What follows belongs to an exercise in optimizing a design on an open flow for small area and a short achievable clock period; a production flow would make more cautious choices. Where RTL was checked, it was by simulation tests only, not by an equivalence proof against the original.

// systolic_array
module systolic_array #(
    parameter M           = 5,
    parameter N           = 3,
    parameter K           = 4,
    parameter DATA_WIDTH  = 32
) (
    input clk,
    input rst_n,
    input [DATA_WIDTH*M-1:0] X,
    input [DATA_WIDTH*K-1:0] W,
    output reg [DATA_WIDTH*M*K-1:0] Y,
    output done
);
Size: ~2400 flip-flops, about 930 I/O pins.
export LEC_CHECK = 0
export ABC_AREA = 1
export CAP_MARGIN = 20
export CORE_MARGIN = 2
export CORE_UTILIZATION = 60
export PLACE_DENSITY = 0.7
export SETUP_SLACK_MARGIN = 4
export SLEW_MARGIN = 20
export SYNTH_HIERARCHICAL = 1
create_clock -name core_clock -period 8.5 [get_ports {clk}]
run.sh (not shown) runs the stock make flow with config.mk's settings and CLKGATE_MAP_FILE= SYNTH_SCRIPT=/design/flow/synth_recipe.tcl, a recipe that flattens the netlist after the stock synthesis.
Then changed:
--- a/flow/config.mk
+++ b/flow/config.mk
@@ -11,5 +11,5 @@
 export CORE_UTILIZATION = 60
 export PLACE_DENSITY = 0.7
-export SETUP_SLACK_MARGIN = 4
+export SETUP_SLACK_MARGIN = 5
 export SLEW_MARGIN = 20
 export SYNTH_HIERARCHICAL = 1
Via count grows by 5.8%.
Function was not checked in any run of this note: the RTL went through the layout flow alone.


== run A ==
systolic_array, a different RTL version from the one above (not shown whole).
Size in the first run: about 130000 um^2 of cells after synthesis.
Settings: LEC_CHECK=0, ABC_AREA=1, CAP_MARGIN=20, CORE_MARGIN=2, CORE_UTILIZATION=60, CTS_CLUSTER_DIAMETER=150, CTS_CLUSTER_SIZE=20, PLACE_DENSITY=0.7, SETUP_SLACK_MARGIN=5, SLEW_MARGIN=20, SYNTH_HIERARCHICAL=1; clock period 8.5 ns.
standard.sh (not shown) runs the stock make flow with config.mk's settings and CLKGATE_MAP_FILE= SYNTH_SCRIPT=/design/flow/synth_recipe.tcl, a recipe that flattens the netlist after the stock synthesis.
==> flow/flow/run.sh <==
#!/bin/bash
# The standard layout with two changes:
#  - input and output ports are buffered with plain buffers (buf_2) instead
#    of the delay cells buffer_ports picks by default;
#  - after the standard synthesis, fa_polarity.py complements some full
#    adders (a full adder is self-dual) so that fewer inverters are needed
#    between them; registers and all other cells are unchanged.
set -euo pipefail
export BUFFER_PORTS_ARGS="-buffer_cell sky130_fd_sc_hd__buf_2"
RES=orfs/results/${FLOW_PLATFORM}/systolic_array/base
bash standard.sh synth > make_synth.log 2>&1
python3 flow/fa_polarity.py $RES/1_2_yosys.v $RES/1_2_yosys.pol.v > fa_polarity.log 2>&1
cp $RES/1_2_yosys.v 1_2_yosys.standard.v
mv $RES/1_2_yosys.pol.v $RES/1_2_yosys.v
rm -f $RES/1_synth.odb $RES/1_synth.sdc
bash standard.sh > make_layout.log 2>&1
Other scripts of this flow, unchanged in this note and not shown: flow/flow/fa_polarity.py
Run A: PASS, flow complete, no timing, DRC or antenna violations
The inputs of run B differ from those of run A as listed below.
diff --git a/flow/flow/run.sh b/flow/flow/run.sh
--- a/flow/flow/run.sh
+++ b/flow/flow/run.sh
@@ -1,5 +1,5 @@
 #!/bin/bash
 # The standard layout with two changes:
-#  - input and output ports are buffered with plain buffers (buf_2) instead
+#  - input and output ports are buffered with plain buffers (buf_1) instead
 #    of the delay cells buffer_ports picks by default;
 #  - after the standard synthesis, fa_polarity.py complements some full
@@ -7,5 +7,5 @@
 #    between them; registers and all other cells are unchanged.
 set -euo pipefail
-export BUFFER_PORTS_ARGS="-buffer_cell sky130_fd_sc_hd__buf_2"
+export BUFFER_PORTS_ARGS="-buffer_cell sky130_fd_sc_hd__buf_1"
 RES=orfs/results/${FLOW_PLATFORM}/systolic_array/base
 bash standard.sh synth > make_synth.log 2>&1
## What came out
Compared with run A, run B shows final cell area excluding filler cells lower by 1300 um^2. Via count on run B is down relative to run A. Between run A and run B, the flow reports instance area after placement decreasing slightly. The number of gates resized after cts in run B sits 8 above the value recorded for run A.
Modified inputs, run C compared to run B
Settings: PLACE_DENSITY now 0.55, was 0.7; CORE_UTILIZATION now 45, was 60.
Results
Between run C and run B, it is run C whose smallest setup slack after layout is higher, by 69 ps. Summary of run C over run B: number of setup buffers added after CTS went up by 29.
Changes in run D relative to run C:
Settings: swapping 0.55 for 0.65 in PLACE_DENSITY; swapping 45 for 55 in CORE_UTILIZATION.
--- outcome ---
Diff run C -> run D: final critical-path share of the clock period flat, final cell count down 4.2%.
No run among run C and run D stopped early or left any final violation; all are clean.
Per the comparison of run D with run C, die area went down about 18%; proportion of cell area occupied by multi-input gates went up 0.43 points; placeable core area went down about 18%.
Relative to run C, first-iteration detailed-routing DRC count increased by 12% in run D.


the previous run:
Starting RTL as in the previous note.
export LEC_CHECK = 0
export ABC_AREA = 1
export CAP_MARGIN = 20
export CORE_MARGIN = 2
export CORE_UTILIZATION = 50
export CTS_CLUSTER_DIAMETER = 150
export CTS_CLUSTER_SIZE = 20
export PLACE_DENSITY = 0.6
export SETUP_SLACK_MARGIN = 5
export SLEW_MARGIN = 20
export SYNTH_HIERARCHICAL = 1
create_clock -name core_clock -period 8.5 [get_ports {clk}]
==> flow/flow/run.sh <==
#!/bin/bash
# The standard layout with two changes:
#  - input and output ports are buffered with plain buffers (buf_1) instead
#    of the delay cells buffer_ports picks by default;
#  - after the standard synthesis, fa_polarity.py complements some full
#    adders (a full adder is self-dual) so that fewer inverters are needed
#    between them; registers and all other cells are unchanged.
set -euo pipefail
export BUFFER_PORTS_ARGS="-buffer_cell sky130_fd_sc_hd__buf_1"
RES=orfs/results/${FLOW_PLATFORM}/systolic_array/base
bash standard.sh synth > make_synth.log 2>&1
python3 flow/fa_polarity.py $RES/1_2_yosys.v $RES/1_2_yosys.pol.v > fa_polarity.log 2>&1
cp $RES/1_2_yosys.v 1_2_yosys.standard.v
mv $RES/1_2_yosys.pol.v $RES/1_2_yosys.v
rm -f $RES/1_synth.odb $RES/1_synth.sdc
bash standard.sh > make_layout.log 2>&1
Other scripts of this flow, unchanged in this note and not shown: flow/flow/fa_polarity.py
> inputs changed (the previous run -> the current run)
-- flow/config.mk --
<<< the previous run, line 11
export CORE_UTILIZATION = 50
>>> the current run, line 11
export CORE_UTILIZATION = 62
<<< the previous run, line 14
export PLACE_DENSITY = 0.6
>>> the current run, line 14
export PLACE_DENSITY = 0.75
Results
Total wire length after detailed routing: the previous run vs the current run, no meaningful difference
Lower slack of the critical path was reported by the current run, not the previous run.
Compared with the previous run, the current run shows a higher via count of the first global-routing pass.
Looking at the reports, the current run completed the entire flow and the layout it produced met the timing, design-rule and antenna checks.

==> what the ideal ports hide <==
Ports are ideal in the flow. The routed layouts listed here were re-timed in OpenROAD. Step 1 sets driving cells, clkbuf_16 on the clock port and buf_2 on the other inputs (assumed; they add their load-dependent delay and slew). Step 2 also shifts input and output timing later by t, the mid clock arrival at the registers, as if the neighbouring blocks saw the same clock. Three values: ideal, step 1, step 2; two values: the first two.
run | shift t [ns] | setup WS [ns] | worst hold slack (ns) | pins driven straight from the clock port
the first run of note 1 | 0.985 | 4.103 / 4.103 / 4.103 | 0.290 / 0.290 / 0.290 | 1
the second run of note 1 | 1.003 | 4.815 / 4.815 / 4.815 | 0.291 / 0.291 / 0.291 | 1
run A | 0.933 | 4.951 / 4.900 / 4.951 | 0.304 / 0.304 / 0.304 | 1
run B | 0.939 | 4.921 / 4.921 / 4.921 | 0.317 / 0.317 / 0.317 | 1
run C | 0.994 | 4.989 / 4.966 / 4.989 | 0.310 / 0.310 / 0.310 | 1
run D | 0.941 | 4.991 / 4.908 / 4.991 | 0.279 / 0.279 / 0.279 | 1
the previous run | 0.916 | 4.984 / 4.905 / 4.993 | 0.299 / 0.299 / 0.299 | 1
the current run | 0.908 | 4.881 / 4.881 / 4.881 | 0.282 / 0.282 / 0.282 | 1
After both steps setup and hold are still met in every run listed.
